This design comes from an exercise in tuning for small area and a short achievable clock period on the open sky130 flow, not from production work.
No run shown here included a check of the RTL's function; only the layout flow was run.
Power is estimated from default activity; no workload was simulated.

==> flow/design.v (outline; a module is shown in full before it is edited, if it fits) <==
// module top: 21 lines
// module roba_mid: 15 lines
// module roba_in: 139 lines
// module roba_expx: 132 lines
// module roba_expy: 72 lines
// module roba_sha: 155 lines
// module roba_shb: 121 lines
// module roba_add: 308 lines
// module g_inv: 1 lines
// module g_nand2: 1 lines
// module g_nor2: 1 lines
// module g_xor2: 1 lines
// module g_xnor2: 1 lines
// module g_a21oi: 1 lines
// module g_o21ai: 1 lines
// module g_o22ai: 1 lines
// module g_nor3: 1 lines
// module g_nor4: 1 lines
// module g_and4: 1 lines
// module g_nand3: 1 lines
// module g_nand4: 1 lines
// module g_a22o: 1 lines
// module g_a31oi: 1 lines
// module g_a41oi: 1 lines
module top (
    input             clk,
    input      [15:0] x,
    input      [15:0] y,
    output reg [31:0] Q_p
);
  // ...
==> flow/flow/run.sh <==
#!/bin/bash
# Own layout flow: the standard ORFS flow with these changes:
#  - synthesis keeps the modules named in KEEP (flattened again at the end, as the standard flow's script
#    does) so that ABC maps each with a script of its own (ABC_PLAN: module:script pairs);
#  - ports get PORT_BUF buffers;
#  - timing repair aims SETUP_MARGIN ns below the clock period.
# Every tool's output goes to a log file in the work folder (and ORFS's own logs under orfs/logs).
set -euo pipefail
WORK=$(pwd)
FLOWDIR=$WORK/flow
source $FLOWDIR/settings.sh

cp config.mk my_config.mk
cat >> my_config.mk <<EOC
export SETUP_SLACK_MARGIN = ${SETUP_MARGIN}
export TNS_END_PERCENT = 100
export BUFFER_PORTS_ARGS = -buffer_cell ${PORT_BUF}
export SYNTH_KEEP_MODULES = ${KEEP:-}
EOC
[ -n "${EXTRA_MK:-}" ] && printf '%b\n' "$EXTRA_MK" >> my_config.mk

# synthesis script: the standard flow's, with abc run once per module of ABC_PLAN, each with its own script
{
  echo "proc abc {args} {"
  echo "  set i [lsearch -exact \$args -script]"
  echo "  foreach {mod scr} {${ABC_PLAN}} {"
  echo "    set a \$args"
  echo "    lset a [expr {\$i + 1}] $FLOWDIR/\$scr"
  echo "    yosys abc {*}\$a \$mod"
  echo "  }"
  echo "}"
  cat synth_recipe.tcl
} > my_synth.tcl

make -C "$FLOW_HOME" DESIGN_CONFIG=$WORK/my_config.mk WORK_HOME=$WORK/orfs CLKGATE_MAP_FILE= \
  SYNTH_SCRIPT=$WORK/my_synth.tcl finish > $WORK/make_finish.log 2>&1

RES=$WORK/orfs/results/$FLOW_PLATFORM/top/base
: # left out here: write the final layout as DEF
==> flow/flow/amap.abc <==
strash; dch -f; amap
==> flow/flow/gate.abc <==
strash; map -a
==> flow/flow/settings.sh <==
SETUP_MARGIN=10
PORT_BUF=sky130_fd_sc_hd__buf_1
KEEP="g_inv g_nand2 g_nor2 g_xor2 g_xnor2 g_a21oi g_o21ai g_o22ai g_nor3 g_nor4 g_and4 g_nand3 g_nand4 g_a22o g_a31oi g_a41oi "
ABC_PLAN="g_* gate.abc top amap.abc"
EXTRA_MK='export ADDER_MAP_FILE ='
EXTRA_MK='export ADDER_MAP_FILE =
export CTS_BUF_LIST = sky130_fd_sc_hd__clkbuf_8
export CTS_CLUSTER_SIZE = 32
export CTS_CLUSTER_DIAMETER = 60'
==> flow/standard.sh <==
#!/bin/bash
# synth_recipe.tcl (not shown) runs the flow's synth.tcl, then flattens the netlist and writes it again
# the make line also repeats each setting of config.mk as NAME=value (left out here)
make -C /OpenROAD-flow-scripts/flow DESIGN_CONFIG=/design/flow/config.mk WORK_HOME=/design/flow/orfs CLKGATE_MAP_FILE= SYNTH_SCRIPT=/design/flow/synth_recipe.tcl "${@:-finish}"
==> flow/config.mk <==
export PLATFORM = sky130hd
export DESIGN_NAME = top
export DESIGN_NICKNAME = top
export VERILOG_FILES = /design/flow/design.v
export SDC_FILE = /design/flow/constraint.sdc
export NUM_CORES = 8
export LEC_CHECK = 0
export CAP_MARGIN = 20
export CORE_MARGIN = 2
export CORE_UTILIZATION = 40
export SLEW_MARGIN = 20
==> flow/constraint.sdc <==
create_clock -name core_clock -period 14.0 [get_ports {clk}]
set_input_delay 2.8000 -clock core_clock [delete_from_list [all_inputs] [get_ports {clk}]]
set_output_delay 2.8000 -clock core_clock [all_outputs]
set_load 0.01 [all_outputs]
==> out/results.ini, run 1 <==
[placed_design]
place_ws_ns=9.06
place_inst=1070

[synth]
synthSimpleGateAreaFrac_pct=19.3
synth_area_mm2=0.00554
synth_area_leaders=dfxtp_1, o22ai_1, xnor2_1
netlist_instances=826
synth-adder-area-share_pct=0
synth_edf_count=0

[final_layout]
clock_area_share_pct=2.42
final_common_cell=nor2_1
multi_input_area_share_pct=63.8
n_antenna_cell=0
layout_common_cells=nor2_1, xnor2_1, o22ai_1
nFlopsAndLatches=65
nNetsFinal=1006
inverters=92
fin_area_mm2=0.00813

[run_status]
status=finished clean

[grt]
grt_pass1_vias=5638
use_met1_pct=28.5
antenna_found_initial=0

[timing]
rsz0062_at_grt=yes
max_freq_ghz=0.250
setup-tns-final_ns=0

[cts]
cts_root_buffer=clkbuf_8
cts_setup_buffers=38
clock-sinks=65

[pwr]
sw_frac_of_total_pct=43.4
leakage_nw=2.67
peakVddDrop_mv=0.0629

[setup_path]
critPathBufInv=4
r2r_cells=21
timing.rr.end=Q_p[19]$_DFF_P_

[floorplan]
std_cell_rows=43

[route]
wl_met2_mm=8.31

[worst_hold_path]
worstHoldPathCells=0

==> module roba_mid, before the edit <==
module roba_mid (
    input  [15:0] ax,
    input  [15:0] ay,
    input         s,
    output [30:0] p
);
  wire [3:0]  ex, ey;
  wire [13:0] dx;
  roba_expx rx (.a(ax), .e(ex), .d(dx));
  roba_expy ry (.a(ay), .e(ey));
  wire [30:0] A, B;
  roba_sha sha (.d(ay), .e(ex), .o(A));    
  roba_shb shb (.d(dx), .e(ey), .o(B));    
  roba_add add (.a(A), .b(B), .inv(s), .s(p));
endmodule
==> run 2: changes to the inputs <==
==> flow/design.v (replaced) <==
`timescale 1ns / 1ps
module top (
    input             clk,
    input      [15:0] x,
    input      [15:0] y,
    output reg [31:0] Q_p
);
  wire [15:0] ax, ay;
  wire        s;
  roba_in u_in (.x(x), .y(y), .ax(ax), .ay(ay), .s(s));
  reg  [15:0] ax_r, ay_r;
  reg         s_r;
  always @(posedge clk) begin
    ax_r <= ax;
    ay_r <= ay;
    s_r  <= s;
  end
  wire [30:0] p;
  roba_mid u_mid (.ax(ax_r), .ay(ay_r), .s(s_r), .p(p));
  always @(posedge clk)
    Q_p <= {s_r, p};
endmodule
module roba_mid (
    input  [15:0] ax,
    input  [15:0] ay,
    input         s,
    output [30:0] p
);
  wire        nzx = |ax;
  wire        nzy = |ay;
  wire [3:0]  ex, ey;
  wire [13:0] dx;
  roba_expx rx (.a(ax), .nz(nzy), .e(ex), .d(dx));
  roba_expy ry (.a(ay), .e(ey));
  wire [30:0] A, B;
  roba_sha sha (.d(ay & {16{nzx}}), .e(ex), .o(A));    
  roba_shb shb (.d(dx), .e(ey), .o(B));                 
  roba_add add (.a(A), .b(B), .inv(s), .s(p));
endmodule
module roba_expx (
    input  [15:0] a,
    input         nz,
    output [3:0]  e,
    output [13:0] d
);
  wire [15:0] m;
  wire [15:0] ar, orr;    
  genvar j;
  generate
    for (j = 0; j < 16; j = j + 1) begin : g_r
      assign ar[j] = a[15-j];
      assign m[15-j] = (j == 0) ? 1'b0 : orr[j-1];
    end
  endgenerate
  roba_por #(.N(16)) por (.i(ar), .o(orr));
  wire [16:1] ge;
  assign ge[1]  = m[0];
  assign ge[2]  = m[1];
  generate
    for (j = 3; j < 16; j = j + 1) begin : g_ge
      assign ge[j] = m[j-1] | (a[j-1] & a[j-2]);
    end
  endgenerate
  assign ge[16] = 1'b0;
  assign e[3] = ge[8];
  assign e[2] = ge[4] & ~ge[8] | ge[12];
  assign e[1] = ge[2] & ~ge[4] | ge[6] & ~ge[8] | ge[10] & ~ge[12] | ge[14];
  assign e[0] = ge[1] & ~ge[2] | ge[3] & ~ge[4] | ge[5] & ~ge[6] | ge[7] & ~ge[8]
              | ge[9] & ~ge[10] | ge[11] & ~ge[12] | ge[13] & ~ge[14] | ge[15];
  wire [15:3] upt;
  generate
    for (j = 3; j < 16; j = j + 1) begin : g_up
      assign upt[j] = a[j-1] & a[j-2] & ~m[j-1];
    end
  endgenerate
  wire up = |upt;
  generate
    for (j = 0; j < 14; j = j + 1) begin : g_d
      assign d[j] = nz & (m[j] ? a[j] : up);
    end
  endgenerate
endmodule
module roba_expy (
    input  [15:0] a,
    output [3:0]  e
);
  wire [15:0] m;
  wire [15:0] ar, orr;    
  genvar j;
  generate
    for (j = 0; j < 16; j = j + 1) begin : g_r
      assign ar[j] = a[15-j];
      assign m[15-j] = (j == 0) ? 1'b0 : orr[j-1];
    end
  endgenerate
  roba_por #(.N(16)) por (.i(ar), .o(orr));
  wire [16:1] ge;
  assign ge[1]  = m[0];
  assign ge[2]  = m[1];
  generate
    for (j = 3; j < 16; j = j + 1) begin : g_ge
      assign ge[j] = m[j-1] | (a[j-1] & a[j-2]);
    end
  endgenerate
  assign ge[16] = 1'b0;
  assign e[3] = ge[8];
  assign e[2] = ge[4] & ~ge[8] | ge[12];
  assign e[1] = ge[2] & ~ge[4] | ge[6] & ~ge[8] | ge[10] & ~ge[12] | ge[14];
  assign e[0] = ge[1] & ~ge[2] | ge[3] & ~ge[4] | ge[5] & ~ge[6] | ge[7] & ~ge[8]
              | ge[9] & ~ge[10] | ge[11] & ~ge[12] | ge[13] & ~ge[14] | ge[15];
endmodule
module roba_por #(parameter N = 16, parameter L = 4) (
    input  [N-1:0] i,
    output [N-1:0] o
);
  wire [N-1:0] t [0:L];
  assign t[0] = i;
  genvar l, k;
  generate
    for (l = 0; l < L; l = l + 1) begin : lv
      for (k = 0; k < N; k = k + 1) begin : bt
        if ((k >> l) & 1) begin : op
          assign t[l+1][k] = t[l][k] | t[l][((k >> l) << l) - 1];
        end else begin : pass
          assign t[l+1][k] = t[l][k];
        end
      end
    end
  endgenerate
  assign o = t[L];
endmodule
module roba_in (
    input  [15:0] x,
    input  [15:0] y,
    output [15:0] ax,
    output [15:0] ay,
    output        s
);
  wire o_1, o_2, o_3, o_4, o_5, o_6, o_7, o_8, i_9, o_10, o_11, i_12, o_13, o_14, i_15, o_16, o_17, i_18, o_19, o_20, o_21, i_22, o_23, o_24, o_25, o_26, i_27, o_28, o_29, o_30, i_31, o_32, o_33, o_34, o_35, o_36, o_37, o_38, o_39, t_40, a_41, i_42, t_43, a_44, t_45, a_46, t_47, a_48, t_49, a_50, t_51, a_52, t_53, a_54, t_55, a_56, t_57, a_58, t_59, a_60, t_61, a_62, t_63, a_64, t_65, a_66, t_67, a_68, t_69, a_70, o_71, o_72, o_73, o_74, o_75, o_76, o_77, o_78, i_79, o_80, o_81, i_82, o_83, o_84, i_85, o_86, o_87, i_88, o_89, o_90, o_91, i_92, o_93, o_94, o_95, o_96, i_97, o_98, o_99, o_100, i_101, o_102, o_103, o_104, o_105, o_106, o_107, o_108, o_109, t_110, a_111, i_112, t_113, a_114, t_115, a_116, t_117, a_118, t_119, a_120, t_121, a_122, t_123, a_124, t_125, a_126, t_127, a_128, t_129, a_130, t_131, a_132, t_133, a_134, t_135, a_136, t_137, a_138, t_139, a_140, sx_141, i_142, i_143;
  g_nor2 u1 (x[1], x[0], o_1);
  g_nor2 u2 (x[3], x[2], o_2);
  g_nor2 u3 (x[5], x[4], o_3);
  g_nor2 u4 (x[7], x[6], o_4);
  g_nor2 u5 (x[9], x[8], o_5);
  g_nor2 u6 (x[11], x[10], o_6);
  g_nor2 u7 (x[13], x[12], o_7);
  g_nor2 u8 (x[15], x[14], o_8);
  g_inv u9 (o_1, i_9);
  g_nor2 u10 (x[2], i_9, o_10);
  g_nand2 u11 (o_2, o_1, o_11);
  g_inv u12 (o_3, i_12);
  g_nor2 u13 (x[6], i_12, o_13);
  g_nand2 u14 (o_4, o_3, o_14);
  g_inv u15 (o_5, i_15);
  g_nor2 u16 (x[10], i_15, o_16);
  g_nand2 u17 (o_6, o_5, o_17);
  g_inv u18 (o_7, i_18);
  g_nor2 u19 (x[14], i_18, o_19);
  g_nand2 u20 (o_8, o_7, o_20);
  g_nor2 u21 (x[4], o_11, o_21);
  g_inv u22 (o_11, i_22);
  g_nand2 u23 (o_3, i_22, o_23);
  g_nand2 u24 (o_13, i_22, o_24);
  g_nor2 u25 (o_14, o_11, o_25);
  g_nor2 u26 (x[12], o_17, o_26);
  g_inv u27 (o_17, i_27);
  g_nand2 u28 (o_7, i_27, o_28);
  g_nand2 u29 (o_19, i_27, o_29);
  g_nor2 u30 (o_20, o_17, o_30);
  g_inv u31 (o_25, i_31);
  g_nor2 u32 (x[8], i_31, o_32);
  g_nand2 u33 (o_5, o_25, o_33);
  g_nand2 u34 (o_16, o_25, o_34);
  g_nor2 u35 (o_17, i_31, o_35);
  g_nand2 u36 (o_26, o_25, o_36);
  g_nor2 u37 (o_28, i_31, o_37);
  g_nor2 u38 (o_29, i_31, o_38);
  g_nand2 u39 (o_30, o_25, o_39);
  g_nand2 u40 (x[15], x[0], t_40);
  g_xnor2 u41 (x[1], t_40, a_41);
  g_inv u42 (x[15], i_42);
  g_nor2 u43 (i_42, o_1, t_43);
  g_xor2 u44 (x[2], t_43, a_44);
  g_nor2 u45 (i_42, o_10, t_45);
  g_xor2 u46 (x[3], t_45, a_46);
  g_nand2 u47 (x[15], o_11, t_47);
  g_xnor2 u48 (x[4], t_47, a_48);
  g_nor2 u49 (i_42, o_21, t_49);
  g_xor2 u50 (x[5], t_49, a_50);
  g_nand2 u51 (x[15], o_23, t_51);
  g_xnor2 u52 (x[6], t_51, a_52);
  g_nand2 u53 (x[15], o_24, t_53);
  g_xnor2 u54 (x[7], t_53, a_54);
  g_nor2 u55 (i_42, o_25, t_55);
  g_xor2 u56 (x[8], t_55, a_56);
  g_nor2 u57 (i_42, o_32, t_57);
  g_xor2 u58 (x[9], t_57, a_58);
  g_nand2 u59 (x[15], o_33, t_59);
  g_xnor2 u60 (x[10], t_59, a_60);
  g_nand2 u61 (x[15], o_34, t_61);
  g_xnor2 u62 (x[11], t_61, a_62);
  g_nor2 u63 (i_42, o_35, t_63);
  g_xor2 u64 (x[12], t_63, a_64);
  g_nand2 u65 (x[15], o_36, t_65);
  g_xnor2 u66 (x[13], t_65, a_66);
  g_nor2 u67 (i_42, o_37, t_67);
  g_xor2 u68 (x[14], t_67, a_68);
  g_nor2 u69 (i_42, o_38, t_69);
  g_xor2 u70 (x[15], t_69, a_70);
  g_nor2 u71 (y[1], y[0], o_71);
  g_nor2 u72 (y[3], y[2], o_72);
  g_nor2 u73 (y[5], y[4], o_73);
  g_nor2 u74 (y[7], y[6], o_74);
  g_nor2 u75 (y[9], y[8], o_75);
  g_nor2 u76 (y[11], y[10], o_76);
  g_nor2 u77 (y[13], y[12], o_77);
  g_nor2 u78 (y[15], y[14], o_78);
  g_inv u79 (o_71, i_79);
  g_nor2 u80 (y[2], i_79, o_80);
  g_nand2 u81 (o_72, o_71, o_81);
  g_inv u82 (o_73, i_82);
  g_nor2 u83 (y[6], i_82, o_83);
  g_nand2 u84 (o_74, o_73, o_84);
  g_inv u85 (o_75, i_85);
  g_nor2 u86 (y[10], i_85, o_86);
  g_nand2 u87 (o_76, o_75, o_87);
  g_inv u88 (o_77, i_88);
  g_nor2 u89 (y[14], i_88, o_89);
  g_nand2 u90 (o_78, o_77, o_90);
  g_nor2 u91 (y[4], o_81, o_91);
  g_inv u92 (o_81, i_92);
  g_nand2 u93 (o_73, i_92, o_93);
  g_nand2 u94 (o_83, i_92, o_94);
  g_nor2 u95 (o_84, o_81, o_95);
  g_nor2 u96 (y[12], o_87, o_96);
  g_inv u97 (o_87, i_97);
  g_nand2 u98 (o_77, i_97, o_98);
  g_nand2 u99 (o_89, i_97, o_99);
  g_nor2 u100 (o_90, o_87, o_100);
  g_inv u101 (o_95, i_101);
  g_nor2 u102 (y[8], i_101, o_102);
  g_nand2 u103 (o_75, o_95, o_103);
  g_nand2 u104 (o_86, o_95, o_104);
  g_nor2 u105 (o_87, i_101, o_105);
  g_nand2 u106 (o_96, o_95, o_106);
  g_nor2 u107 (o_98, i_101, o_107);
  g_nor2 u108 (o_99, i_101, o_108);
  g_nand2 u109 (o_100, o_95, o_109);
  g_nand2 u110 (y[15], y[0], t_110);
  g_xnor2 u111 (y[1], t_110, a_111);
  g_inv u112 (y[15], i_112);
  g_nor2 u113 (i_112, o_71, t_113);
  g_xor2 u114 (y[2], t_113, a_114);
  g_nor2 u115 (i_112, o_80, t_115);
  g_xor2 u116 (y[3], t_115, a_116);
  g_nand2 u117 (y[15], o_81, t_117);
  g_xnor2 u118 (y[4], t_117, a_118);
  g_nor2 u119 (i_112, o_91, t_119);
  g_xor2 u120 (y[5], t_119, a_120);
  g_nand2 u121 (y[15], o_93, t_121);
  g_xnor2 u122 (y[6], t_121, a_122);
  g_nand2 u123 (y[15], o_94, t_123);
  g_xnor2 u124 (y[7], t_123, a_124);
  g_nor2 u125 (i_112, o_95, t_125);
  g_xor2 u126 (y[8], t_125, a_126);
  g_nor2 u127 (i_112, o_102, t_127);
  g_xor2 u128 (y[9], t_127, a_128);
  g_nand2 u129 (y[15], o_103, t_129);
  g_xnor2 u130 (y[10], t_129, a_130);
  g_nand2 u131 (y[15], o_104, t_131);
  g_xnor2 u132 (y[11], t_131, a_132);
  g_nor2 u133 (i_112, o_105, t_133);
  g_xor2 u134 (y[12], t_133, a_134);
  g_nand2 u135 (y[15], o_106, t_135);
  g_xnor2 u136 (y[13], t_135, a_136);
  g_nor2 u137 (i_112, o_107, t_137);
  g_xor2 u138 (y[14], t_137, a_138);
  g_nor2 u139 (i_112, o_108, t_139);
  g_xor2 u140 (y[15], t_139, a_140);
  g_xnor2 u141 (x[15], y[15], sx_141);
  g_inv u142 (o_39, i_142);
  g_inv u143 (o_109, i_143);
  assign ax[0] = x[0];
  assign ax[1] = a_41;
  assign ax[2] = a_44;
  assign ax[3] = a_46;
  assign ax[4] = a_48;
  assign ax[5] = a_50;
  assign ax[6] = a_52;
  assign ax[7] = a_54;
  assign ax[8] = a_56;
  assign ax[9] = a_58;
  assign ax[10] = a_60;
  assign ax[11] = a_62;
  assign ax[12] = a_64;
  assign ax[13] = a_66;
  assign ax[14] = a_68;
  assign ax[15] = a_70;
  assign ay[0] = y[0];
  assign ay[1] = a_111;
  assign ay[2] = a_114;
  assign ay[3] = a_116;
  assign ay[4] = a_118;
  assign ay[5] = a_120;
  assign ay[6] = a_122;
  assign ay[7] = a_124;
  assign ay[8] = a_126;
  assign ay[9] = a_128;
  assign ay[10] = a_130;
  assign ay[11] = a_132;
  assign ay[12] = a_134;
  assign ay[13] = a_136;
  assign ay[14] = a_138;
  assign ay[15] = a_140;
  g_nor3 gs (sx_141, i_142, i_143, s);
endmodule
module roba_sha (
    input  [15:0] d,
    input  [3:0]  e,
    output [30:0] o
);
  wire en_1, en_2, en_3, en_4, sh_5, sh_6, sh_7, sh_8, sh_9, sh_10, sh_11, sh_12, sh_13, sh_14, sh_15, sh_16, sh_17, sh_18, sh_19, sh_20, sh_21, sh_22, sh_23, sh_24, sh_25, sh_26, sh_27, sh_28, sh_29, sh_30, sh_31, sh_32, sh_33, sh_34, sh_35, sh_36, sh_37, sh_38, sh_39, sh_40, sh_41, sh_42, sh_43, sh_44, sh_45, sh_46, sh_47, sh_48, sh_49, sh_50, sh_51, sh_52, sh_53, sh_54, sh_55, sh_56, sh_57, sh_58, sh_59, sh_60, sh_61, sh_62, sh_63, sh_64, sh_65, sh_66, sh_67, sh_68, sh_69, sh_70, sh_71, sh_72, sh_73, sh_74, sh_75, sh_76, sh_77, sh_78, sh_79, sh_80, sh_81, sh_82, sh_83, sh_84, sh_85, sh_86, sh_87, sh_88, sh_89, sh_90, sh_91, sh_92, sh_93, sh_94, sh_95, sh_96, sh_97, sh_98, sh_99, sh_100, sh_101, sh_102, sh_103, sh_104, sh_105, sh_106, sh_107, sh_108, sh_109, sh_110, sh_111, sh_112, sh_113, sh_114, sh_115, sh_116, sh_117;
  g_inv u1 (e[3], en_1);
  g_inv u2 (e[2], en_2);
  g_inv u3 (e[1], en_3);
  g_inv u4 (e[0], en_4);
  g_nand2 u5 (en_1, d[0], sh_5);
  g_nand2 u6 (en_1, d[1], sh_6);
  g_nand2 u7 (en_1, d[2], sh_7);
  g_nand2 u8 (en_1, d[3], sh_8);
  g_nand2 u9 (en_1, d[4], sh_9);
  g_nand2 u10 (en_1, d[5], sh_10);
  g_nand2 u11 (en_1, d[6], sh_11);
  g_nand2 u12 (en_1, d[7], sh_12);
  g_o22ai u13 (d[0], en_1, d[8], e[3], sh_13);
  g_o22ai u14 (d[1], en_1, d[9], e[3], sh_14);
  g_o22ai u15 (d[2], en_1, d[10], e[3], sh_15);
  g_o22ai u16 (d[3], en_1, d[11], e[3], sh_16);
  g_o22ai u17 (d[4], en_1, d[12], e[3], sh_17);
  g_o22ai u18 (d[5], en_1, d[13], e[3], sh_18);
  g_o22ai u19 (d[6], en_1, d[14], e[3], sh_19);
  g_o22ai u20 (d[7], en_1, d[15], e[3], sh_20);
  g_nand2 u21 (e[3], d[8], sh_21);
  g_nand2 u22 (e[3], d[9], sh_22);
  g_nand2 u23 (e[3], d[10], sh_23);
  g_nand2 u24 (e[3], d[11], sh_24);
  g_nand2 u25 (e[3], d[12], sh_25);
  g_nand2 u26 (e[3], d[13], sh_26);
  g_nand2 u27 (e[3], d[14], sh_27);
  g_nand2 u28 (e[3], d[15], sh_28);
  g_nor2 u29 (e[2], sh_5, sh_29);
  g_nor2 u30 (e[2], sh_6, sh_30);
  g_nor2 u31 (e[2], sh_7, sh_31);
  g_nor2 u32 (e[2], sh_8, sh_32);
  g_o22ai u33 (sh_5, en_2, sh_9, e[2], sh_33);
  g_o22ai u34 (sh_6, en_2, sh_10, e[2], sh_34);
  g_o22ai u35 (sh_7, en_2, sh_11, e[2], sh_35);
  g_o22ai u36 (sh_8, en_2, sh_12, e[2], sh_36);
  g_o22ai u37 (sh_9, en_2, sh_13, e[2], sh_37);
  g_o22ai u38 (sh_10, en_2, sh_14, e[2], sh_38);
  g_o22ai u39 (sh_11, en_2, sh_15, e[2], sh_39);
  g_o22ai u40 (sh_12, en_2, sh_16, e[2], sh_40);
  g_o22ai u41 (sh_13, en_2, sh_17, e[2], sh_41);
  g_o22ai u42 (sh_14, en_2, sh_18, e[2], sh_42);
  g_o22ai u43 (sh_15, en_2, sh_19, e[2], sh_43);
  g_o22ai u44 (sh_16, en_2, sh_20, e[2], sh_44);
  g_o22ai u45 (sh_17, en_2, sh_21, e[2], sh_45);
  g_o22ai u46 (sh_18, en_2, sh_22, e[2], sh_46);
  g_o22ai u47 (sh_19, en_2, sh_23, e[2], sh_47);
  g_o22ai u48 (sh_20, en_2, sh_24, e[2], sh_48);
  g_o22ai u49 (sh_21, en_2, sh_25, e[2], sh_49);
  g_o22ai u50 (sh_22, en_2, sh_26, e[2], sh_50);
  g_o22ai u51 (sh_23, en_2, sh_27, e[2], sh_51);
  g_o22ai u52 (sh_24, en_2, sh_28, e[2], sh_52);
  g_nor2 u53 (en_2, sh_25, sh_53);
  g_nor2 u54 (en_2, sh_26, sh_54);
  g_nor2 u55 (en_2, sh_27, sh_55);
  g_nor2 u56 (en_2, sh_28, sh_56);
  g_nand2 u57 (en_3, sh_29, sh_57);
  g_nand2 u58 (en_3, sh_30, sh_58);
  g_o22ai u59 (sh_29, en_3, sh_31, e[1], sh_59);
  g_o22ai u60 (sh_30, en_3, sh_32, e[1], sh_60);
  g_o22ai u61 (sh_31, en_3, sh_33, e[1], sh_61);
  g_o22ai u62 (sh_32, en_3, sh_34, e[1], sh_62);
  g_o22ai u63 (sh_33, en_3, sh_35, e[1], sh_63);
  g_o22ai u64 (sh_34, en_3, sh_36, e[1], sh_64);
  g_o22ai u65 (sh_35, en_3, sh_37, e[1], sh_65);
  g_o22ai u66 (sh_36, en_3, sh_38, e[1], sh_66);
  g_o22ai u67 (sh_37, en_3, sh_39, e[1], sh_67);
  g_o22ai u68 (sh_38, en_3, sh_40, e[1], sh_68);
  g_o22ai u69 (sh_39, en_3, sh_41, e[1], sh_69);
  g_o22ai u70 (sh_40, en_3, sh_42, e[1], sh_70);
  g_o22ai u71 (sh_41, en_3, sh_43, e[1], sh_71);
  g_o22ai u72 (sh_42, en_3, sh_44, e[1], sh_72);
  g_o22ai u73 (sh_43, en_3, sh_45, e[1], sh_73);
  g_o22ai u74 (sh_44, en_3, sh_46, e[1], sh_74);
  g_o22ai u75 (sh_45, en_3, sh_47, e[1], sh_75);
  g_o22ai u76 (sh_46, en_3, sh_48, e[1], sh_76);
  g_o22ai u77 (sh_47, en_3, sh_49, e[1], sh_77);
  g_o22ai u78 (sh_48, en_3, sh_50, e[1], sh_78);
  g_o22ai u79 (sh_49, en_3, sh_51, e[1], sh_79);
  g_o22ai u80 (sh_50, en_3, sh_52, e[1], sh_80);
  g_o22ai u81 (sh_51, en_3, sh_53, e[1], sh_81);
  g_o22ai u82 (sh_52, en_3, sh_54, e[1], sh_82);
  g_o22ai u83 (sh_53, en_3, sh_55, e[1], sh_83);
  g_o22ai u84 (sh_54, en_3, sh_56, e[1], sh_84);
  g_nand2 u85 (e[1], sh_55, sh_85);
  g_nand2 u86 (e[1], sh_56, sh_86);
  g_nor2 u87 (e[0], sh_57, sh_87);
  g_o22ai u88 (sh_57, en_4, sh_58, e[0], sh_88);
  g_o22ai u89 (sh_58, en_4, sh_59, e[0], sh_89);
  g_o22ai u90 (sh_59, en_4, sh_60, e[0], sh_90);
  g_o22ai u91 (sh_60, en_4, sh_61, e[0], sh_91);
  g_o22ai u92 (sh_61, en_4, sh_62, e[0], sh_92);
  g_o22ai u93 (sh_62, en_4, sh_63, e[0], sh_93);
  g_o22ai u94 (sh_63, en_4, sh_64, e[0], sh_94);
  g_o22ai u95 (sh_64, en_4, sh_65, e[0], sh_95);
  g_o22ai u96 (sh_65, en_4, sh_66, e[0], sh_96);
  g_o22ai u97 (sh_66, en_4, sh_67, e[0], sh_97);
  g_o22ai u98 (sh_67, en_4, sh_68, e[0], sh_98);
  g_o22ai u99 (sh_68, en_4, sh_69, e[0], sh_99);
  g_o22ai u100 (sh_69, en_4, sh_70, e[0], sh_100);
  g_o22ai u101 (sh_70, en_4, sh_71, e[0], sh_101);
  g_o22ai u102 (sh_71, en_4, sh_72, e[0], sh_102);
  g_o22ai u103 (sh_72, en_4, sh_73, e[0], sh_103);
  g_o22ai u104 (sh_73, en_4, sh_74, e[0], sh_104);
  g_o22ai u105 (sh_74, en_4, sh_75, e[0], sh_105);
  g_o22ai u106 (sh_75, en_4, sh_76, e[0], sh_106);
  g_o22ai u107 (sh_76, en_4, sh_77, e[0], sh_107);
  g_o22ai u108 (sh_77, en_4, sh_78, e[0], sh_108);
  g_o22ai u109 (sh_78, en_4, sh_79, e[0], sh_109);
  g_o22ai u110 (sh_79, en_4, sh_80, e[0], sh_110);
  g_o22ai u111 (sh_80, en_4, sh_81, e[0], sh_111);
  g_o22ai u112 (sh_81, en_4, sh_82, e[0], sh_112);
  g_o22ai u113 (sh_82, en_4, sh_83, e[0], sh_113);
  g_o22ai u114 (sh_83, en_4, sh_84, e[0], sh_114);
  g_o22ai u115 (sh_84, en_4, sh_85, e[0], sh_115);
  g_o22ai u116 (sh_85, en_4, sh_86, e[0], sh_116);
  g_nor2 u117 (en_4, sh_86, sh_117);
  assign o[0] = sh_87;
  assign o[1] = sh_88;
  assign o[2] = sh_89;
  assign o[3] = sh_90;
  assign o[4] = sh_91;
  assign o[5] = sh_92;
  assign o[6] = sh_93;
  assign o[7] = sh_94;
  assign o[8] = sh_95;
  assign o[9] = sh_96;
  assign o[10] = sh_97;
  assign o[11] = sh_98;
  assign o[12] = sh_99;
  assign o[13] = sh_100;
  assign o[14] = sh_101;
  assign o[15] = sh_102;
  assign o[16] = sh_103;
  assign o[17] = sh_104;
  assign o[18] = sh_105;
  assign o[19] = sh_106;
  assign o[20] = sh_107;
  assign o[21] = sh_108;
  assign o[22] = sh_109;
  assign o[23] = sh_110;
  assign o[24] = sh_111;
  assign o[25] = sh_112;
  assign o[26] = sh_113;
  assign o[27] = sh_114;
  assign o[28] = sh_115;
  assign o[29] = sh_116;
  assign o[30] = sh_117;
endmodule
module roba_shb (
    input  [13:0] d,
    input  [3:0]  e,
    output [30:0] o
);
  wire en_1, en_2, en_3, en_4, sn_5, sh_6, sh_7, sh_8, sh_9, sh_10, sh_11, sh_12, sh_13, sh_14, sh_15, sh_16, sh_17, sh_18, sh_19, sh_20, sh_21, sh_22, sh_23, sh_24, sh_25, sh_26, sh_27, sh_28, sh_29, sh_30, sh_31, sh_32, sh_33, sh_34, sh_35, sh_36, sh_37, sh_38, sh_39, sh_40, sh_41, sh_42, sh_43, sh_44, sh_45, sh_46, sh_47, sh_48, sh_49, sh_50, sh_51, sh_52, sh_53, sh_54, sh_55, sh_56, sh_57, sh_58, sh_59, sh_60, sh_61, sh_62, sh_63, sh_64, sh_65, sh_66, sh_67, sh_68, sh_69, sh_70, sh_71, sh_72, sh_73, sh_74, sh_75, sh_76, sh_77, sh_78, sh_79, sh_80, sh_81, sh_82, sh_83;
  g_inv u1 (e[0], en_1);
  g_inv u2 (e[1], en_2);
  g_inv u3 (e[2], en_3);
  g_inv u4 (e[3], en_4);
  g_inv u5 (d[13], sn_5);
  g_nand2 u6 (en_1, d[0], sh_6);
  g_o22ai u7 (d[0], en_1, d[1], e[0], sh_7);
  g_o22ai u8 (d[1], en_1, d[2], e[0], sh_8);
  g_o22ai u9 (d[2], en_1, d[3], e[0], sh_9);
  g_o22ai u10 (d[3], en_1, d[4], e[0], sh_10);
  g_o22ai u11 (d[4], en_1, d[5], e[0], sh_11);
  g_o22ai u12 (d[5], en_1, d[6], e[0], sh_12);
  g_o22ai u13 (d[6], en_1, d[7], e[0], sh_13);
  g_o22ai u14 (d[7], en_1, d[8], e[0], sh_14);
  g_o22ai u15 (d[8], en_1, d[9], e[0], sh_15);
  g_o22ai u16 (d[9], en_1, d[10], e[0], sh_16);
  g_o22ai u17 (d[10], en_1, d[11], e[0], sh_17);
  g_o22ai u18 (d[11], en_1, d[12], e[0], sh_18);
  g_o22ai u19 (d[12], en_1, d[13], e[0], sh_19);
  g_nor2 u20 (e[1], sh_6, sh_20);
  g_nor2 u21 (e[1], sh_7, sh_21);
  g_o22ai u22 (sh_6, en_2, sh_8, e[1], sh_22);
  g_o22ai u23 (sh_7, en_2, sh_9, e[1], sh_23);
  g_o22ai u24 (sh_8, en_2, sh_10, e[1], sh_24);
  g_o22ai u25 (sh_9, en_2, sh_11, e[1], sh_25);
  g_o22ai u26 (sh_10, en_2, sh_12, e[1], sh_26);
  g_o22ai u27 (sh_11, en_2, sh_13, e[1], sh_27);
  g_o22ai u28 (sh_12, en_2, sh_14, e[1], sh_28);
  g_o22ai u29 (sh_13, en_2, sh_15, e[1], sh_29);
  g_o22ai u30 (sh_14, en_2, sh_16, e[1], sh_30);
  g_o22ai u31 (sh_15, en_2, sh_17, e[1], sh_31);
  g_o22ai u32 (sh_16, en_2, sh_18, e[1], sh_32);
  g_o22ai u33 (sh_17, en_2, sh_19, e[1], sh_33);
  g_o22ai u34 (sh_18, en_2, sn_5, e[1], sh_34);
  g_o22ai u35 (sh_19, en_2, sn_5, e[1], sh_35);
  g_nand2 u36 (en_3, sh_20, sh_36);
  g_nand2 u37 (en_3, sh_21, sh_37);
  g_nand2 u38 (en_3, sh_22, sh_38);
  g_nand2 u39 (en_3, sh_23, sh_39);
  g_o22ai u40 (sh_20, en_3, sh_24, e[2], sh_40);
  g_o22ai u41 (sh_21, en_3, sh_25, e[2], sh_41);
  g_o22ai u42 (sh_22, en_3, sh_26, e[2], sh_42);
  g_o22ai u43 (sh_23, en_3, sh_27, e[2], sh_43);
  g_o22ai u44 (sh_24, en_3, sh_28, e[2], sh_44);
  g_o22ai u45 (sh_25, en_3, sh_29, e[2], sh_45);
  g_o22ai u46 (sh_26, en_3, sh_30, e[2], sh_46);
  g_o22ai u47 (sh_27, en_3, sh_31, e[2], sh_47);
  g_o22ai u48 (sh_28, en_3, sh_32, e[2], sh_48);
  g_o22ai u49 (sh_29, en_3, sh_33, e[2], sh_49);
  g_o22ai u50 (sh_30, en_3, sh_34, e[2], sh_50);
  g_o22ai u51 (sh_31, en_3, sh_35, e[2], sh_51);
  g_o22ai u52 (sh_32, en_3, d[13], e[2], sh_52);
  g_o22ai u53 (sh_33, en_3, d[13], e[2], sh_53);
  g_o22ai u54 (sh_34, en_3, d[13], e[2], sh_54);
  g_o22ai u55 (sh_35, en_3, d[13], e[2], sh_55);
  g_nor2 u56 (e[3], sh_36, sh_56);
  g_nor2 u57 (e[3], sh_37, sh_57);
  g_nor2 u58 (e[3], sh_38, sh_58);
  g_nor2 u59 (e[3], sh_39, sh_59);
  g_nor2 u60 (e[3], sh_40, sh_60);
  g_nor2 u61 (e[3], sh_41, sh_61);
  g_nor2 u62 (e[3], sh_42, sh_62);
  g_nor2 u63 (e[3], sh_43, sh_63);
  g_o22ai u64 (sh_36, en_4, sh_44, e[3], sh_64);
  g_o22ai u65 (sh_37, en_4, sh_45, e[3], sh_65);
  g_o22ai u66 (sh_38, en_4, sh_46, e[3], sh_66);
  g_o22ai u67 (sh_39, en_4, sh_47, e[3], sh_67);
  g_o22ai u68 (sh_40, en_4, sh_48, e[3], sh_68);
  g_o22ai u69 (sh_41, en_4, sh_49, e[3], sh_69);
  g_o22ai u70 (sh_42, en_4, sh_50, e[3], sh_70);
  g_o22ai u71 (sh_43, en_4, sh_51, e[3], sh_71);
  g_o22ai u72 (sh_44, en_4, sh_52, e[3], sh_72);
  g_o22ai u73 (sh_45, en_4, sh_53, e[3], sh_73);
  g_o22ai u74 (sh_46, en_4, sh_54, e[3], sh_74);
  g_o22ai u75 (sh_47, en_4, sh_55, e[3], sh_75);
  g_o22ai u76 (sh_48, en_4, sn_5, e[3], sh_76);
  g_o22ai u77 (sh_49, en_4, sn_5, e[3], sh_77);
  g_o22ai u78 (sh_50, en_4, sn_5, e[3], sh_78);
  g_o22ai u79 (sh_51, en_4, sn_5, e[3], sh_79);
  g_o22ai u80 (sh_52, en_4, sn_5, e[3], sh_80);
  g_o22ai u81 (sh_53, en_4, sn_5, e[3], sh_81);
  g_o22ai u82 (sh_54, en_4, sn_5, e[3], sh_82);
  g_o22ai u83 (sh_55, en_4, sn_5, e[3], sh_83);
  assign o[0] = sh_56;
  assign o[1] = sh_57;
  assign o[2] = sh_58;
  assign o[3] = sh_59;
  assign o[4] = sh_60;
  assign o[5] = sh_61;
  assign o[6] = sh_62;
  assign o[7] = sh_63;
  assign o[8] = sh_64;
  assign o[9] = sh_65;
  assign o[10] = sh_66;
  assign o[11] = sh_67;
  assign o[12] = sh_68;
  assign o[13] = sh_69;
  assign o[14] = sh_70;
  assign o[15] = sh_71;
  assign o[16] = sh_72;
  assign o[17] = sh_73;
  assign o[18] = sh_74;
  assign o[19] = sh_75;
  assign o[20] = sh_76;
  assign o[21] = sh_77;
  assign o[22] = sh_78;
  assign o[23] = sh_79;
  assign o[24] = sh_80;
  assign o[25] = sh_81;
  assign o[26] = sh_82;
  assign o[27] = sh_83;
  assign o[28] = d[13];
  assign o[29] = d[13];
  assign o[30] = d[13];
endmodule
module roba_add (
    input  [30:0] a,
    input  [30:0] b,
    input         inv,
    output [30:0] s
);
  wire g_1, h_2, p_3, g_4, h_5, p_6, g_7, h_8, p_9, g_10, h_11, p_12, g_13, h_14, p_15, g_16, h_17, p_18, g_19, h_20, p_21, g_22, h_23, p_24, g_25, h_26, p_27, g_28, h_29, p_30, g_31, h_32, p_33, g_34, h_35, p_36, g_37, h_38, p_39, g_40, h_41, p_42, g_43, h_44, p_45, g_46, h_47, p_48, g_49, h_50, p_51, g_52, h_53, p_54, g_55, h_56, p_57, g_58, h_59, p_60, g_61, h_62, p_63, g_64, h_65, p_66, g_67, h_68, p_69, g_70, h_71, p_72, g_73, h_74, p_75, g_76, h_77, p_78, g_79, h_80, p_81, g_82, h_83, p_84, g_85, h_86, p_87, g_88, h_89, p_90, g_91, h_92, p_93, G_94, G_95, P_96, G_97, P_98, G_99, P_100, G_101, P_102, G_103, P_104, G_105, P_106, G_107, P_108, G_109, P_110, G_111, P_112, G_113, P_114, G_115, P_116, G_117, P_118, G_119, P_120, G_121, P_122, i_123, G_124, G_125, i_126, G_127, i_128, P_129, G_130, P_131, i_132, G_133, i_134, P_135, G_136, P_137, i_138, G_139, i_140, P_141, G_142, P_143, i_144, G_145, i_146, P_147, G_148, P_149, i_150, G_151, i_152, P_153, G_154, P_155, i_156, G_157, i_158, P_159, G_160, P_161, i_162, G_163, i_164, P_165, G_166, i_167, G_168, G_169, G_170, G_171, P_172, i_173, G_174, i_175, P_176, G_177, P_178, G_179, P_180, G_181, P_182, i_183, G_184, i_185, P_186, G_187, P_188, G_189, P_190, G_191, P_192, i_193, G_194, i_195, P_196, G_197, P_198, i_199, G_200, G_201, G_202, G_203, G_204, G_205, G_206, G_207, i_208, G_209, i_210, P_211, G_212, P_213, G_214, P_215, G_216, P_217, G_218, P_219, G_220, P_221, G_222, P_223, G_224, i_225, G_226, G_227, G_228, G_229, G_230, G_231, G_232, G_233, G_234, G_235, G_236, G_237, G_238, G_239, hs_240, hs_241, o_242, hs_243, o_244, hs_245, o_246, hs_247, o_248, hs_249, o_250, hs_251, o_252, hs_253, o_254, hs_255, o_256, hs_257, o_258, hs_259, o_260, hs_261, o_262, hs_263, o_264, hs_265, o_266, hs_267, o_268, hs_269, o_270, hs_271, o_272, hs_273, o_274, hs_275, o_276, hs_277, o_278, hs_279, o_280, hs_281, o_282, hs_283, o_284, hs_285, o_286, hs_287, o_288, hs_289, o_290, hs_291, o_292, hs_293, o_294, hs_295, o_296, hs_297, o_298, hs_299, o_300;
  g_nand2 u1 (a[0], b[0], g_1);
  g_xnor2 u2 (a[0], b[0], h_2);
  g_nor2 u3 (a[0], b[0], p_3);
  g_nand2 u4 (a[1], b[1], g_4);
  g_xnor2 u5 (a[1], b[1], h_5);
  g_nor2 u6 (a[1], b[1], p_6);
  g_nand2 u7 (a[2], b[2], g_7);
  g_xnor2 u8 (a[2], b[2], h_8);
  g_nor2 u9 (a[2], b[2], p_9);
  g_nand2 u10 (a[3], b[3], g_10);
  g_xnor2 u11 (a[3], b[3], h_11);
  g_nor2 u12 (a[3], b[3], p_12);
  g_nand2 u13 (a[4], b[4], g_13);
  g_xnor2 u14 (a[4], b[4], h_14);
  g_nor2 u15 (a[4], b[4], p_15);
  g_nand2 u16 (a[5], b[5], g_16);
  g_xnor2 u17 (a[5], b[5], h_17);
  g_nor2 u18 (a[5], b[5], p_18);
  g_nand2 u19 (a[6], b[6], g_19);
  g_xnor2 u20 (a[6], b[6], h_20);
  g_nor2 u21 (a[6], b[6], p_21);
  g_nand2 u22 (a[7], b[7], g_22);
  g_xnor2 u23 (a[7], b[7], h_23);
  g_nor2 u24 (a[7], b[7], p_24);
  g_nand2 u25 (a[8], b[8], g_25);
  g_xnor2 u26 (a[8], b[8], h_26);
  g_nor2 u27 (a[8], b[8], p_27);
  g_nand2 u28 (a[9], b[9], g_28);
  g_xnor2 u29 (a[9], b[9], h_29);
  g_nor2 u30 (a[9], b[9], p_30);
  g_nand2 u31 (a[10], b[10], g_31);
  g_xnor2 u32 (a[10], b[10], h_32);
  g_nor2 u33 (a[10], b[10], p_33);
  g_nand2 u34 (a[11], b[11], g_34);
  g_xnor2 u35 (a[11], b[11], h_35);
  g_nor2 u36 (a[11], b[11], p_36);
  g_nand2 u37 (a[12], b[12], g_37);
  g_xnor2 u38 (a[12], b[12], h_38);
  g_nor2 u39 (a[12], b[12], p_39);
  g_nand2 u40 (a[13], b[13], g_40);
  g_xnor2 u41 (a[13], b[13], h_41);
  g_nor2 u42 (a[13], b[13], p_42);
  g_nand2 u43 (a[14], b[14], g_43);
  g_xnor2 u44 (a[14], b[14], h_44);
  g_nor2 u45 (a[14], b[14], p_45);
  g_nand2 u46 (a[15], b[15], g_46);
  g_xnor2 u47 (a[15], b[15], h_47);
  g_nor2 u48 (a[15], b[15], p_48);
  g_nand2 u49 (a[16], b[16], g_49);
  g_xnor2 u50 (a[16], b[16], h_50);
  g_nor2 u51 (a[16], b[16], p_51);
  g_nand2 u52 (a[17], b[17], g_52);
  g_xnor2 u53 (a[17], b[17], h_53);
  g_nor2 u54 (a[17], b[17], p_54);
  g_nand2 u55 (a[18], b[18], g_55);
  g_xnor2 u56 (a[18], b[18], h_56);
  g_nor2 u57 (a[18], b[18], p_57);
  g_nand2 u58 (a[19], b[19], g_58);
  g_xnor2 u59 (a[19], b[19], h_59);
  g_nor2 u60 (a[19], b[19], p_60);
  g_nand2 u61 (a[20], b[20], g_61);
  g_xnor2 u62 (a[20], b[20], h_62);
  g_nor2 u63 (a[20], b[20], p_63);
  g_nand2 u64 (a[21], b[21], g_64);
  g_xnor2 u65 (a[21], b[21], h_65);
  g_nor2 u66 (a[21], b[21], p_66);
  g_nand2 u67 (a[22], b[22], g_67);
  g_xnor2 u68 (a[22], b[22], h_68);
  g_nor2 u69 (a[22], b[22], p_69);
  g_nand2 u70 (a[23], b[23], g_70);
  g_xnor2 u71 (a[23], b[23], h_71);
  g_nor2 u72 (a[23], b[23], p_72);
  g_nand2 u73 (a[24], b[24], g_73);
  g_xnor2 u74 (a[24], b[24], h_74);
  g_nor2 u75 (a[24], b[24], p_75);
  g_nand2 u76 (a[25], b[25], g_76);
  g_xnor2 u77 (a[25], b[25], h_77);
  g_nor2 u78 (a[25], b[25], p_78);
  g_nand2 u79 (a[26], b[26], g_79);
  g_xnor2 u80 (a[26], b[26], h_80);
  g_nor2 u81 (a[26], b[26], p_81);
  g_nand2 u82 (a[27], b[27], g_82);
  g_xnor2 u83 (a[27], b[27], h_83);
  g_nor2 u84 (a[27], b[27], p_84);
  g_nand2 u85 (a[28], b[28], g_85);
  g_xnor2 u86 (a[28], b[28], h_86);
  g_nor2 u87 (a[28], b[28], p_87);
  g_nand2 u88 (a[29], b[29], g_88);
  g_xnor2 u89 (a[29], b[29], h_89);
  g_nor2 u90 (a[29], b[29], p_90);
  g_nand2 u91 (a[30], b[30], g_91);
  g_xnor2 u92 (a[30], b[30], h_92);
  g_nor2 u93 (a[30], b[30], p_93);
  g_o21ai u94 (p_6, g_1, g_4, G_94);
  g_o21ai u95 (p_12, g_7, g_10, G_95);
  g_nor2 u96 (p_12, p_9, P_96);
  g_o21ai u97 (p_18, g_13, g_16, G_97);
  g_nor2 u98 (p_18, p_15, P_98);
  g_o21ai u99 (p_24, g_19, g_22, G_99);
  g_nor2 u100 (p_24, p_21, P_100);
  g_o21ai u101 (p_30, g_25, g_28, G_101);
  g_nor2 u102 (p_30, p_27, P_102);
  g_o21ai u103 (p_36, g_31, g_34, G_103);
  g_nor2 u104 (p_36, p_33, P_104);
  g_o21ai u105 (p_42, g_37, g_40, G_105);
  g_nor2 u106 (p_42, p_39, P_106);
  g_o21ai u107 (p_48, g_43, g_46, G_107);
  g_nor2 u108 (p_48, p_45, P_108);
  g_o21ai u109 (p_54, g_49, g_52, G_109);
  g_nor2 u110 (p_54, p_51, P_110);
  g_o21ai u111 (p_60, g_55, g_58, G_111);
  g_nor2 u112 (p_60, p_57, P_112);
  g_o21ai u113 (p_66, g_61, g_64, G_113);
  g_nor2 u114 (p_66, p_63, P_114);
  g_o21ai u115 (p_72, g_67, g_70, G_115);
  g_nor2 u116 (p_72, p_69, P_116);
  g_o21ai u117 (p_78, g_73, g_76, G_117);
  g_nor2 u118 (p_78, p_75, P_118);
  g_o21ai u119 (p_84, g_79, g_82, G_119);
  g_nor2 u120 (p_84, p_81, P_120);
  g_o21ai u121 (p_90, g_85, g_88, G_121);
  g_nor2 u122 (p_90, p_87, P_122);
  g_inv u123 (G_94, i_123);
  g_o21ai u124 (p_9, i_123, g_7, G_124);
  g_a21oi u125 (P_96, G_94, G_95, G_125);
  g_inv u126 (G_97, i_126);
  g_o21ai u127 (p_21, i_126, g_19, G_127);
  g_inv u128 (P_98, i_128);
  g_nor2 u129 (p_21, i_128, P_129);
  g_a21oi u130 (P_100, G_97, G_99, G_130);
  g_nand2 u131 (P_100, P_98, P_131);
  g_inv u132 (G_101, i_132);
  g_o21ai u133 (p_33, i_132, g_31, G_133);
  g_inv u134 (P_102, i_134);
  g_nor2 u135 (p_33, i_134, P_135);
  g_a21oi u136 (P_104, G_101, G_103, G_136);
  g_nand2 u137 (P_104, P_102, P_137);
  g_inv u138 (G_105, i_138);
  g_o21ai u139 (p_45, i_138, g_43, G_139);
  g_inv u140 (P_106, i_140);
  g_nor2 u141 (p_45, i_140, P_141);
  g_a21oi u142 (P_108, G_105, G_107, G_142);
  g_nand2 u143 (P_108, P_106, P_143);
  g_inv u144 (G_109, i_144);
  g_o21ai u145 (p_57, i_144, g_55, G_145);
  g_inv u146 (P_110, i_146);
  g_nor2 u147 (p_57, i_146, P_147);
  g_a21oi u148 (P_112, G_109, G_111, G_148);
  g_nand2 u149 (P_112, P_110, P_149);
  g_inv u150 (G_113, i_150);
  g_o21ai u151 (p_69, i_150, g_67, G_151);
  g_inv u152 (P_114, i_152);
  g_nor2 u153 (p_69, i_152, P_153);
  g_a21oi u154 (P_116, G_113, G_115, G_154);
  g_nand2 u155 (P_116, P_114, P_155);
  g_inv u156 (G_117, i_156);
  g_o21ai u157 (p_81, i_156, g_79, G_157);
  g_inv u158 (P_118, i_158);
  g_nor2 u159 (p_81, i_158, P_159);
  g_a21oi u160 (P_120, G_117, G_119, G_160);
  g_nand2 u161 (P_120, P_118, P_161);
  g_inv u162 (G_121, i_162);
  g_o21ai u163 (p_93, i_162, g_91, G_163);
  g_inv u164 (P_122, i_164);
  g_nor2 u165 (p_93, i_164, P_165);
  g_o21ai u166 (p_15, G_125, g_13, G_166);
  g_inv u167 (G_125, i_167);
  g_a21oi u168 (P_98, i_167, G_97, G_168);
  g_a21oi u169 (P_129, i_167, G_127, G_169);
  g_o21ai u170 (P_131, G_125, G_130, G_170);
  g_o21ai u171 (p_39, G_136, g_37, G_171);
  g_nor2 u172 (p_39, P_137, P_172);
  g_inv u173 (G_136, i_173);
  g_a21oi u174 (P_106, i_173, G_105, G_174);
  g_inv u175 (P_137, i_175);
  g_nand2 u176 (P_106, i_175, P_176);
  g_a21oi u177 (P_141, i_173, G_139, G_177);
  g_nand2 u178 (P_141, i_175, P_178);
  g_o21ai u179 (P_143, G_136, G_142, G_179);
  g_nor2 u180 (P_143, P_137, P_180);
  g_o21ai u181 (p_63, G_148, g_61, G_181);
  g_nor2 u182 (p_63, P_149, P_182);
  g_inv u183 (G_148, i_183);
  g_a21oi u184 (P_114, i_183, G_113, G_184);
  g_inv u185 (P_149, i_185);
  g_nand2 u186 (P_114, i_185, P_186);
  g_a21oi u187 (P_153, i_183, G_151, G_187);
  g_nand2 u188 (P_153, i_185, P_188);
  g_o21ai u189 (P_155, G_148, G_154, G_189);
  g_nor2 u190 (P_155, P_149, P_190);
  g_o21ai u191 (p_87, G_160, g_85, G_191);
  g_nor2 u192 (p_87, P_161, P_192);
  g_inv u193 (G_160, i_193);
  g_a21oi u194 (P_122, i_193, G_121, G_194);
  g_inv u195 (P_161, i_195);
  g_nand2 u196 (P_122, i_195, P_196);
  g_a21oi u197 (P_165, i_193, G_163, G_197);
  g_nand2 u198 (P_165, i_195, P_198);
  g_inv u199 (G_170, i_199);
  g_o21ai u200 (p_27, i_199, g_25, G_200);
  g_a21oi u201 (P_102, G_170, G_101, G_201);
  g_a21oi u202 (P_135, G_170, G_133, G_202);
  g_o21ai u203 (P_137, i_199, G_136, G_203);
  g_a21oi u204 (P_172, G_170, G_171, G_204);
  g_o21ai u205 (P_176, i_199, G_174, G_205);
  g_o21ai u206 (P_178, i_199, G_177, G_206);
  g_a21oi u207 (P_180, G_170, G_179, G_207);
  g_inv u208 (G_189, i_208);
  g_o21ai u209 (p_75, i_208, g_73, G_209);
  g_inv u210 (P_190, i_210);
  g_nor2 u211 (p_75, i_210, P_211);
  g_a21oi u212 (P_118, G_189, G_117, G_212);
  g_nand2 u213 (P_118, P_190, P_213);
  g_a21oi u214 (P_159, G_189, G_157, G_214);
  g_nand2 u215 (P_159, P_190, P_215);
  g_o21ai u216 (P_161, i_208, G_160, G_216);
  g_nor2 u217 (P_161, i_210, P_217);
  g_a21oi u218 (P_192, G_189, G_191, G_218);
  g_nand2 u219 (P_192, P_190, P_219);
  g_o21ai u220 (P_196, i_208, G_194, G_220);
  g_nor2 u221 (P_196, i_210, P_221);
  g_o21ai u222 (P_198, i_208, G_197, G_222);
  g_nor2 u223 (P_198, i_210, P_223);
  g_o21ai u224 (p_51, G_207, g_49, G_224);
  g_inv u225 (G_207, i_225);
  g_a21oi u226 (P_110, i_225, G_109, G_226);
  g_a21oi u227 (P_147, i_225, G_145, G_227);
  g_o21ai u228 (P_149, G_207, G_148, G_228);
  g_a21oi u229 (P_182, i_225, G_181, G_229);
  g_o21ai u230 (P_186, G_207, G_184, G_230);
  g_o21ai u231 (P_188, G_207, G_187, G_231);
  g_a21oi u232 (P_190, i_225, G_189, G_232);
  g_a21oi u233 (P_211, i_225, G_209, G_233);
  g_o21ai u234 (P_213, G_207, G_212, G_234);
  g_o21ai u235 (P_215, G_207, G_214, G_235);
  g_a21oi u236 (P_217, i_225, G_216, G_236);
  g_o21ai u237 (P_219, G_207, G_218, G_237);
  g_a21oi u238 (P_221, i_225, G_220, G_238);
  g_a21oi u239 (P_223, i_225, G_222, G_239);
  g_xnor2 u240 (h_2, inv, hs_240);
  g_xnor2 u241 (h_5, inv, hs_241);
  g_xnor2 u242 (hs_241, g_1, o_242);
  g_xnor2 u243 (h_8, inv, hs_243);
  g_xor2 u244 (hs_243, G_94, o_244);
  g_xnor2 u245 (h_11, inv, hs_245);
  g_xor2 u246 (hs_245, G_124, o_246);
  g_xnor2 u247 (h_14, inv, hs_247);
  g_xnor2 u248 (hs_247, G_125, o_248);
  g_xnor2 u249 (h_17, inv, hs_249);
  g_xor2 u250 (hs_249, G_166, o_250);
  g_xnor2 u251 (h_20, inv, hs_251);
  g_xnor2 u252 (hs_251, G_168, o_252);
  g_xnor2 u253 (h_23, inv, hs_253);
  g_xnor2 u254 (hs_253, G_169, o_254);
  g_xnor2 u255 (h_26, inv, hs_255);
  g_xor2 u256 (hs_255, G_170, o_256);
  g_xnor2 u257 (h_29, inv, hs_257);
  g_xor2 u258 (hs_257, G_200, o_258);
  g_xnor2 u259 (h_32, inv, hs_259);
  g_xnor2 u260 (hs_259, G_201, o_260);
  g_xnor2 u261 (h_35, inv, hs_261);
  g_xnor2 u262 (hs_261, G_202, o_262);
  g_xnor2 u263 (h_38, inv, hs_263);
  g_xor2 u264 (hs_263, G_203, o_264);
  g_xnor2 u265 (h_41, inv, hs_265);
  g_xnor2 u266 (hs_265, G_204, o_266);
  g_xnor2 u267 (h_44, inv, hs_267);
  g_xor2 u268 (hs_267, G_205, o_268);
  g_xnor2 u269 (h_47, inv, hs_269);
  g_xor2 u270 (hs_269, G_206, o_270);
  g_xnor2 u271 (h_50, inv, hs_271);
  g_xnor2 u272 (hs_271, G_207, o_272);
  g_xnor2 u273 (h_53, inv, hs_273);
  g_xor2 u274 (hs_273, G_224, o_274);
  g_xnor2 u275 (h_56, inv, hs_275);
  g_xnor2 u276 (hs_275, G_226, o_276);
  g_xnor2 u277 (h_59, inv, hs_277);
  g_xnor2 u278 (hs_277, G_227, o_278);
  g_xnor2 u279 (h_62, inv, hs_279);
  g_xor2 u280 (hs_279, G_228, o_280);
  g_xnor2 u281 (h_65, inv, hs_281);
  g_xnor2 u282 (hs_281, G_229, o_282);
  g_xnor2 u283 (h_68, inv, hs_283);
  g_xor2 u284 (hs_283, G_230, o_284);
  g_xnor2 u285 (h_71, inv, hs_285);
  g_xor2 u286 (hs_285, G_231, o_286);
  g_xnor2 u287 (h_74, inv, hs_287);
  g_xnor2 u288 (hs_287, G_232, o_288);
  g_xnor2 u289 (h_77, inv, hs_289);
  g_xnor2 u290 (hs_289, G_233, o_290);
  g_xnor2 u291 (h_80, inv, hs_291);
  g_xor2 u292 (hs_291, G_234, o_292);
  g_xnor2 u293 (h_83, inv, hs_293);
  g_xor2 u294 (hs_293, G_235, o_294);
  g_xnor2 u295 (h_86, inv, hs_295);
  g_xnor2 u296 (hs_295, G_236, o_296);
  g_xnor2 u297 (h_89, inv, hs_297);
  g_xor2 u298 (hs_297, G_237, o_298);
  g_xnor2 u299 (h_92, inv, hs_299);
  g_xnor2 u300 (hs_299, G_238, o_300);
  assign s[0] = hs_240;
  assign s[1] = o_242;
  assign s[2] = o_244;
  assign s[3] = o_246;
  assign s[4] = o_248;
  assign s[5] = o_250;
  assign s[6] = o_252;
  assign s[7] = o_254;
  assign s[8] = o_256;
  assign s[9] = o_258;
  assign s[10] = o_260;
  assign s[11] = o_262;
  assign s[12] = o_264;
  assign s[13] = o_266;
  assign s[14] = o_268;
  assign s[15] = o_270;
  assign s[16] = o_272;
  assign s[17] = o_274;
  assign s[18] = o_276;
  assign s[19] = o_278;
  assign s[20] = o_280;
  assign s[21] = o_282;
  assign s[22] = o_284;
  assign s[23] = o_286;
  assign s[24] = o_288;
  assign s[25] = o_290;
  assign s[26] = o_292;
  assign s[27] = o_294;
  assign s[28] = o_296;
  assign s[29] = o_298;
  assign s[30] = o_300;
endmodule
module g_inv   (input a, output y);                   assign y = ~a;                      endmodule
module g_nand2 (input a, input b, output y);          assign y = ~(a & b);                endmodule
module g_nor2  (input a, input b, output y);          assign y = ~(a | b);                endmodule
module g_xor2  (input a, input b, output y);          assign y = a ^ b;                   endmodule
module g_xnor2 (input a, input b, output y);          assign y = ~(a ^ b);                endmodule
module g_a21oi (input a1, input a2, input b1, output y); assign y = ~((a1 & a2) | b1);    endmodule
module g_o21ai (input a1, input a2, input b1, output y); assign y = ~((a1 | a2) & b1);    endmodule
module g_o22ai (input a1, input a2, input b1, input b2, output y); assign y = ~((a1 | a2) & (b1 | b2)); endmodule
module g_nor3  (input a, input b, input c, output y); assign y = ~(a | b | c);          endmodule
module g_nor4  (input a, input b, input c, input d, output y); assign y = ~(a | b | c | d); endmodule
module g_and4  (input a, input b, input c, input d, output y); assign y = a & b & c & d;  endmodule
module g_nand3 (input a, input b, input c, output y); assign y = ~(a & b & c);          endmodule
module g_nand4 (input a, input b, input c, input d, output y); assign y = ~(a & b & c & d); endmodule
module g_a22o  (input a1, input a2, input b1, input b2, output y); assign y = (a1 & a2) | (b1 & b2); endmodule
module g_a31oi (input a1, input a2, input a3, input b1, output y); assign y = ~((a1 & a2 & a3) | b1); endmodule
module g_a41oi (input a1, input a2, input a3, input a4, input b1, output y); assign y = ~((a1 & a2 & a3 & a4) | b1); endmodule
==> flow/flow/exp.abc (new file) <==
strash; dch -f; map -D 900; topo; buffer -N 8; upsize -D 900; dnsize -D 900; stime -p
==> flow/flow/settings.sh (replaced) <==
SETUP_MARGIN=9.5
PORT_BUF=sky130_fd_sc_hd__buf_1
KEEP="roba_expx roba_expy g_a21oi g_inv g_nand2 g_nor2 g_nor3 g_o21ai g_o22ai g_xnor2 g_xor2 "
ABC_PLAN="roba_expx exp.abc roba_expy exp.abc g_* gate.abc top amap.abc"
EXTRA_MK='export ADDER_MAP_FILE =
export CTS_BUF_LIST = sky130_fd_sc_hd__clkbuf_8
export CTS_CLUSTER_SIZE = 32
export CTS_CLUSTER_DIAMETER = 60'
==> run 2 against run 1 <==
Clock power hardly changed. Global-route usage is 1.6 points lower. Final cell count is 2.1% lower. Largest power group unchanged.
==> out/results.ini, run 2 <==
[synth]
synth_common_cells=nor2_1, o22ai_1, nand2_1  ; was o22ai_1, nor2_1, xnor2_1
synth_area_leaders=dfxtp_1, o22ai_1, xnor2_1  ; unchanged
ys_types=37  ; was 16
ys_ff_latch=65  ; unchanged
async_flop_share_pct=0  ; unchanged
synth_area_mm2=0.00572  ; was 0.00554 mm^2
synth_ff_type=dfxtp_1  ; unchanged
synth_edf_count=0  ; unchanged
avgSynthCellArea_um2=6.61  ; was 6.71 um^2
synth.most_common_cell=nor2_1  ; was o22ai_1
yosysTopAreaCellShare_pct=22.8  ; was 23.5%
seq_area_frac_synth_pct=22.8  ; was 23.5%
netlist_instances=865  ; was 826
synth_nets=898  ; was 859
yosysTopAreaCell=dfxtp_1  ; unchanged
yosysWarningCount=2  ; was 1

[final_layout]
num-fill-cells=1459  ; was 1272
layout_common_cells=nor2_1, o22ai_1, nand2_1  ; was nor2_1, xnor2_1, o22ai_1
postLayoutCoreUtil_pct=47.8  ; was 59.3%
ff_latch_area_mm2=0.00130  ; was 0.00132 mm^2
syn2layout_area_growth_pct=16.4  ; was 46.7%
n_antenna_cell=0  ; unchanged
drive_gt1_share_pct=7.76  ; was 31.4%
nNetsFinal=983  ; was 1006
fin_area_mm2=0.00666  ; was 0.00813 mm^2
multiInputGateArea_mm2=0.00428  ; was 0.00519 mm^2
regMostFlops=Q_p  ; unchanged
final_common_cell=nor2_1  ; unchanged
instances_no_fill=1134  ; was 1158
largest_reg_flops=32  ; unchanged
reg_top3=Q_p: 32 flops, ax_r: 16 flops, ay_r: 16 flops  ; unchanged

[setup_path]
cp_data_required_time_ns=14.25  ; was 14.28 ns
worstPathMaxFanout=13  ; was 8
crit_path_end_kind=register  ; unchanged
critPathKind=reg2reg  ; unchanged
start_kind=register  ; unchanged
arrival_ns=4.52  ; was 4.28 ns

[timing]
worstMarginPinSlew_ns=0.997  ; was 1.03 ns
setup-tns-final_ns=0  ; unchanged
maxSlewHeadroom_pct=33.5  ; was 31.1%
rsz0062_at_grt=no  ; was yes
fin_skew_ns=0.0171  ; was 0.00911 ns
period_share_pct=30.4  ; was 28.5%
finalSetupViolCount=0  ; unchanged
max_freq_ghz=0.235  ; was 0.250 GHz
slew_viol_final=0  ; unchanged
hold_viol=0  ; unchanged
fin_crit_ns=4.26  ; was 4.00 ns

[grt]
grt_first_pass_wirelength_mm=24.9  ; was 26.4 mm
grt.total_usage_pct=20.2  ; was 21.8%
grt_remaining_overflow=0  ; unchanged
antenna_found_initial=0  ; unchanged
grt_pass1_vias=5295  ; was 5638
grt_max_degree=33  ; unchanged

[cts]
clk_latency_ns=0.37  ; about the same
cts-htree-levels=3  ; unchanged
cts.path.max_buffers=2  ; unchanged
cts_hold_buffers=0  ; unchanged
clock-sinks=65  ; unchanged
cts_tree=done  ; unchanged
numCtsBuffers=9  ; unchanged
clkTransAtPathRegs_ns=0.07  ; about the same
cts_root_buffer=clkbuf_8  ; unchanged

[floorplan]
die_x_um=124  ; was 122 um
core_mm2=0.0139  ; was 0.0137 mm^2
dieArea_mm2=0.0153  ; was 0.0148 mm^2
initial_core_util_pct=41.0  ; was 40.4%
std_cell_rows=43  ; unchanged
pin_count=65  ; unchanged
die_height_um=124  ; was 122 um

[pwr]
power.density_mw_per_mm2=136  ; was 129 mW/mm^2
leakage_nw=2.25  ; was 2.67 nW
power_mw=0.906  ; was 1.05 mW
peakVddDrop_mv=0.0619  ; was 0.0629 mV

[run_status]
status=finished clean  ; unchanged

[route]
drtIter0Drc=599  ; was 475
wirelength_mm=15.6  ; was 17.5 mm
vias=6224  ; was 6585
drc=0  ; unchanged
viasPerCell=5.49  ; was 5.69
ant_nets=0  ; unchanged
wire_per_inst_um=13.8  ; was 15.1 um
first_pass_iters=6  ; was 5

[placed_design]
gp_congestion=0.995  ; was 0.903
place_area_mm2=0.00622  ; was 0.00628 mm^2
place_inst=1109  ; was 1070
io_buffers=64  ; unchanged
dp_hpwl_mm=11.9  ; was 11.4 mm

[flow_run]
max_cap_viol_count=0  ; unchanged

[worst_hold_path]
hold_class=reg2reg  ; unchanged

## run 2: worst paths after layout
| path | start | endpoint | slack, ns | cells after the start |
|---|---|---|---|---|
| setup / recovery | ax_r[15]$_DFF_P_ | Q_p[30]$_DFF_P_ | 9.74 | 20 |
| hold / removal | s_r$_DFF_P_ | Q_p[31]$_DFF_P_ | 0.85 | 0 |
| setup reg to reg | ax_r[15]$_DFF_P_ | Q_p[30]$_DFF_P_ | 9.74 | 20 |
| hold reg to reg | s_r$_DFF_P_ | Q_p[31]$_DFF_P_ | 0.85 | 0 |
## run 2: stage by stage
step | setup WS (ns) | hold WS, ns
final | 9.74 | 0.848
after global routing | 9.48 | 0.888
after CTS | 9.52 | 0.870
after detailed placement | 8.64 | 0.864
after global placement | 8.75 | 0.862
after floorplan | 9.52 | 0.813
## run 2: metal layers
layer / track usage, % / routed length, um
met1: 27.8 / 7510
met2: 31.8 / 6940
met3: 3.18 / 879
met4: 7.53 / 317
met5: 0 / 0
## run 2: area by class of cell
cell class              instances  share of cell area, %
clock buffers                  11                   2.27
clock inverters                 4                  0.658
inverters                      74                   4.66
multi-input cells             725                   64.4
flip-flops and latches         65                   19.6
well taps                     180                   3.38
repair buffers                 74                   4.98
repair inverters                1                  0.113
## run 2: power by group
part	internal [mW]	total, mW	switching, mW
sequential	0.236	0.265	0.0285
combinational	0.195	0.479	0.283
clock	0.0897	0.163	0.0731
## run 2: cell families (layout without fill, tap and decap cells)
family / Yosys count / in the layout / share of synthesized area, %
simple gates: 317 / 318 / 23.5
compound gates: 282 / 284 / 29.6
xor+xnor: 123 / 123 / 18.8
buf+inv: 78 / 164 / 5.32
flops: 65 / 65 / 22.8
## run 2: critical path: stages (launching register included)
cell and delay [ns]:
dfxtp_1 0.36, nor2_4 0.16, nand2_2 0.12, inv_4 0.10
nand2_4 0.11, inv_2 0.12, o2111ai_2 0.29, a41oi_1 0.37
buf_4 0.26, o22ai_1 0.13, o22ai_1 0.21, o22ai_1 0.15
o22ai_1 0.29, nor2_1 0.14, o21ai_1 0.31, a21oi_1 0.21
o21ai_2 0.30, clkinv_1 0.15, o21ai_0 0.18, a21oi_1 0.07
xnor2_1 0.12
## run 2: what timing repair did
item                                    in CTS  in global routing
cloned                                       1                  3
endpoints found under the setup margin      23                 20
buffers inserted                             1                  5
pin swaps                                    2                  5
gates resized for setup                     11                 27
## run 2: modules after synthesis (local to each module, per instance), excerpt
module,flip-flops and latches,copies in the design
g_nor2,0,133
g_xor2,0,31
top,65,1
g_nor3,0,1
g_o22ai,0,146
g_inv,0,51

port drivers added, routing unchanged:
In the flow no input, the clock included, has a driving cell. The finished layouts below were timed again as built, in two steps.
Step 1 sets driving cells, clkbuf_16 on the clock port and buf_2 on the other inputs (assumed; they add their load-dependent delay and slew).
Step 2, shift: input delay + t, output delay - t, t = (earliest + latest rising clock arrival at the registers) / 2. This alone moves slack from input paths to output paths.
Three values: ideal ports, drivers, drivers and shift; two values: the first two.
| run | t, ns | setup WS [ns] | worst setup path after step 2 |
|---|---|---|---|
| run 1 | 0.402 | 10.003 / 10.003 / 9.804 | input to register |
| run 2 | 0.396 | 9.738 / 9.738 / 9.673 | input to register |
After both steps setup and hold are still met in every run listed. For run 1, which loses most, drivers alone change the setup slack by 0.000 ns; drivers and shift together by -0.199 ns.
